This is an optimization exercise on Yosys and OpenROAD, whose aim is small area and a short achievable clock period, not a production implementation. Function was checked by simulation only, so behaviour that the tests miss may differ from the original. Power is estimated from default activity; no workload was simulated.

## job 101
// OV7670
module OV7670(
	input Reset,
	output reg [11:0]  PixelData,
	output [14:0] PAddress,
	output reg WPixel,
	input Pclock,
	input Href,
	input Vsync,
	input [7:0] Data,
	output reg [1:0] Promedio,
	output reg [1:0] Forma
);
	reg Href_prev, VSync_prev, Sync;
	reg [7:0] XPixel, YPixel;
	reg [10:0] PAhi;             
	reg [1:0] fcol;              
	reg fk;                      
	reg rgtg, ggtr;              
	reg [3:0] cM;                
	reg armW, armR, armG, armB;  
	reg fresh;                   
	reg [2:0] fd;                
	reg gRG, gGR, gRB, gBR, gGB, gBG;  
	assign PAddress = {PAhi, XPixel[3:0]};
	wire vs_rise = Vsync & ~VSync_prev;
	wire fall    = ~Vsync & ~Href & Href_prev;
	wire hi_byte = ~Vsync & Href & ~Sync;
	wire lo_byte = ~Vsync & Href & Sync;
	wire clr = Reset | vs_rise;
	wire [7:0] xp1, yp1;
	wire x_all1, y_all1;
	OV7670_inc #(8) ix(.q(XPixel), .en(1'b1), .y(xp1), .all1(x_all1));
	OV7670_inc #(8) iy(.q(YPixel), .en(1'b1), .y(yp1), .all1(y_all1));
	wire x_ge175 = XPixel[7] & (XPixel[6] | XPixel[5] & (XPixel[4] | (&XPixel[3:0])));
	wire x_gt175 = XPixel[7] & (XPixel[6] | XPixel[5] & XPixel[4]);
	wire y_ge143 = YPixel[7] & (YPixel[6] | YPixel[5] | YPixel[4] | (&YPixel[3:0]));
	wire y_gt143 = YPixel[7] & (YPixel[6] | YPixel[5] | YPixel[4]);
	wire x_out_inc = x_ge175 & ~x_all1;
	wire y_out_inc = y_ge143 & ~y_all1;
	wire pd_zero = ~Vsync & (fall ? y_out_inc : (y_gt143 | (lo_byte ? x_out_inc : x_gt175)));
	wire x_lo15 = &XPixel[3:0];
	wire [6:0] U = PAhi[10:4];
	wire [3:0] L = PAhi[3:0];
	wire [6:0] u_up, u_dn;
	wire u_all1;
	OV7670_inc #(7) iu(.q(U), .en(1'b1), .y(u_up), .all1(u_all1));
	OV7670_updn #(7) du(.q(U), .up(1'b0), .dn(1'b1), .y(u_dn));
	wire [4:0] li = {1'b0, L} + 5'd1;
	wire [6:0] ui = li[4] ? (x_all1 ? U : u_up) : (x_all1 ? u_dn : U);
  ...
clock: 8.0 ns
lec_check: 0
cap_margin: 10
core_margin: 2
core_utilization: 40
cts_buf_list: sky130_fd_sc_hd__clkbuf_4 sky130_fd_sc_hd__clkbuf_8
setup_slack_margin: 5
slew_margin: 10
standard.sh (not shown) runs the stock make flow with config.mk's settings and CLKGATE_MAP_FILE= SYNTH_SCRIPT=/design/flow/synth_recipe.tcl, a recipe that flattens the netlist after the stock synthesis.
==> flow/flow/run.sh <==
#!/bin/bash
# The standard layout, with plain buffers (instead of the default delay
# buffer) on the input and output ports.
set -euo pipefail
bash standard.sh 'BUFFER_PORTS_ARGS=-buffer_cell sky130_fd_sc_hd__buf_1' finish > standard.log 2>&1
Inputs modified between job 101 and job 102:
- swapping 10 for 20 in SLEW_MARGIN
- clearing CTS_BUF_LIST, which used to be sky130_fd_sc_hd__clkbuf_4 sky130_fd_sc_hd__clkbuf_8
- swapping 10 for 20 in CAP_MARGIN
==> flow/flow/run.sh <==
#!/bin/bash
# The standard layout, with plain buffers (instead of the default delay
# buffer) on the input and output ports.
set -euo pipefail
bash standard.sh 'BUFFER_PORTS_ARGS=-buffer_cell sky130_fd_sc_hd__buf_2' finish > standard.log 2>&1
## What came out
Job 102: all stages complete, timing, DRC and antenna checks passed. NOTE inverter count job 101->job 102 increased by a few percent. Compare job 102 and job 101 | met2 wire length lower: job 101. Delta (job 102 minus job 101): total count of hold-check failures in the final report ~0 delta, buffers inserted during post-CTS setup optimization +3, total of clock buffers placed in the layout +5, wire length reported by the detailed router +2.0%, clock network latency to the later pin of the worst-skew pair -40 ps. Re worst hold slack: job 102 is 13 ps down on job 101.
Here is what was changed in the inputs of job 103 compared with job 102.
- swapping 40 for 50 in CORE_UTILIZATION
- swapping 20 for 10 in SLEW_MARGIN
- putting CTS_BUF_LIST at sky130_fd_sc_hd__clkbuf_4 sky130_fd_sc_hd__clkbuf_8 where nothing was set
- swapping 20 for 10 in CAP_MARGIN
- putting PLACE_DENSITY at 0.65 where nothing was set
[summary]
Job 102 → job 103: routed metal-1 wire length shrank by 3.9%, setup slack saw little to no change, routed wire length went down.
diff inputs: job 103 => job 104
- removing PLACE_DENSITY (formerly 0.65)
- removing SETUP_SLACK_MARGIN (formerly 5)
- changing CORE_UTILIZATION from 50 to 40
A most frequent standard cell in the layout excluding fill and tap cells of dfxtp_1 is what job 103 shows, while nor2_1 belongs to job 104.
Relative to job 103, the achievable clock frequency measured on job 104 has decreased by more than 10%.
Comparing job 104 against job 103, there is no change at all in synthesized area.
Job 103 vs job 104, slowest stage cell on the critical path: a2111oi_4 vs or2_1
Looking at area of all placed cells without fillers across job 104 and job 103, the one that comes out lower is job 104.
> inputs changed (job 104 -> job 105)
- GPL_TIMING_DRIVEN: unset -> 0
- GPL_ROUTABILITY_DRIVEN: unset -> 0
- SETUP_SLACK_MARGIN: unset -> 5
Findings:
Non-clock buffering overhead in the final layout in job 105 is 3.0 points above job 104. Summary: static leakage power, job 105 worse than job 104. As far as clock transition at the register clock pins on the worst setup and hold paths after CTS is concerned, job 104 and job 105 perform about the same. The part of the power in combinational logic reported for job 105 is greater than that of job 104 by 0.7 points. On clock power, job 105 and job 104 are basically level. Lower cell area was reported by job 104, not job 105. When the final numbers for job 105 and job 104 were put side by side, the post-cts resize count turned out to be smaller in job 104.

========
## run 1
Starting RTL as in the previous note.
export LEC_CHECK = 0
export CAP_MARGIN = 0
export CORE_MARGIN = 2
export CORE_UTILIZATION = 40
export CTS_BUF_LIST = sky130_fd_sc_hd__clkbuf_4 sky130_fd_sc_hd__clkbuf_8
export SETUP_SLACK_MARGIN = 5
export SLEW_MARGIN = 0
create_clock -name core_clock -period 8.0 [get_ports {Pclock}]
==> flow/flow/run.sh <==
#!/bin/bash
# The standard layout, with plain buffers (instead of the default delay
# buffer) on the input and output ports.
set -euo pipefail
bash standard.sh 'BUFFER_PORTS_ARGS=-buffer_cell sky130_fd_sc_hd__buf_2' finish > standard.log 2>&1
Run 1 reached the final stage; the timing, DRC and antenna checks on its layout passed.
Inputs modified between run 1 and run 2:
- CAP_MARGIN now 10, was 0
- SLEW_MARGIN now 10, was 0
- TNS_END_PERCENT now 10, previously not set
Results
Run 2 did not stop at any stage, and its layout met the timing, DRC and antenna checks. Run 1 finished every step from synthesis to the final layout, and the layout passed the timing, DRC and antenna checks. gGB$_SDFF_PP0_ as the capture point of the worst path was reported by run 2, and colB.E[6]$_SDFF_PP0_ by run 1. Run 2 against run 1: sequential share of layout area held steady, fmax shrank by 0.012 GHz, clock-buffer cell count shrank by 4.
Changes in run 3 relative to run 2:
- TNS_END_PERCENT removed (was 10)
[summary]
Run 3: no failed stages, no open violations at the end. Clock power share is lower on run 3. Met1 routed wirelength after detailed routing: run 2 and run 3 compared, lower one is run 3. Re first-pass GRT wire length: run 2 was higher than run 3. Changes observed in run 3 relative to run 2: routability-driven placement congestion ratio increased 1.4%, overall routed net length shows a reduction of about 1.7%, global-route usage shows a reduction of 0.74 points, sequential share of layout area has remained practically unchanged, routed wirelength normalized by instance count decreased 1.9%. Layout overhead on the synthesized area delta for run 3 relative to run 2: 0.28 points higher. Lower final worst-path setup slack was reported by run 2, not run 3.

-- what the ideal ports hide --
In the flow no input, the clock included, has a driving cell. The finished layouts below were timed again as built, in two steps.
Step 1 (the two cells are an assumption about what drives the block):
set clk [get_ports {Pclock}]
set_driving_cell -lib_cell sky130_fd_sc_hd__clkbuf_16 $clk
set_driving_cell -lib_cell sky130_fd_sc_hd__buf_2 [delete_from_list [all_inputs] $clk]
Step 2 adds t to the input delays and takes it off the output delays; t is the mean of the earliest and latest rising clock arrival at the registers after step 1. Input paths then give back, and output paths get back, about the clock's delay inside the block.
Three values: ideal ports, drivers, drivers and shift; two values: the first two.
run	shift t [ns]	slack for setup (ns)	worst data-port slew with drivers (ns)	pins driven straight from the clock port
job 101	0.512	5.063 / 5.084 / 4.573	0.04	1
job 102	0.477	5.066 / 5.093 / 4.617	0.04	1
job 103	0.513	5.067 / 5.081 / 4.568	0.03	1
job 104	0.506	4.196 / 4.204 / 3.699	0.04	1
job 105	0.518	5.082 / 5.104 / 4.586	0.04	1
run 1	0.509	5.076 / 5.089 / 4.580	0.04	1
run 2	0.522	4.966 / 4.976 / 4.455	0.04	1
run 3	0.509	5.076 / 5.089 / 4.580	0.04	1
After both steps every run listed still meets setup and hold. For run 2, which loses most, drivers alone change the setup slack by +0.010 ns; drivers and shift together by -0.511 ns.
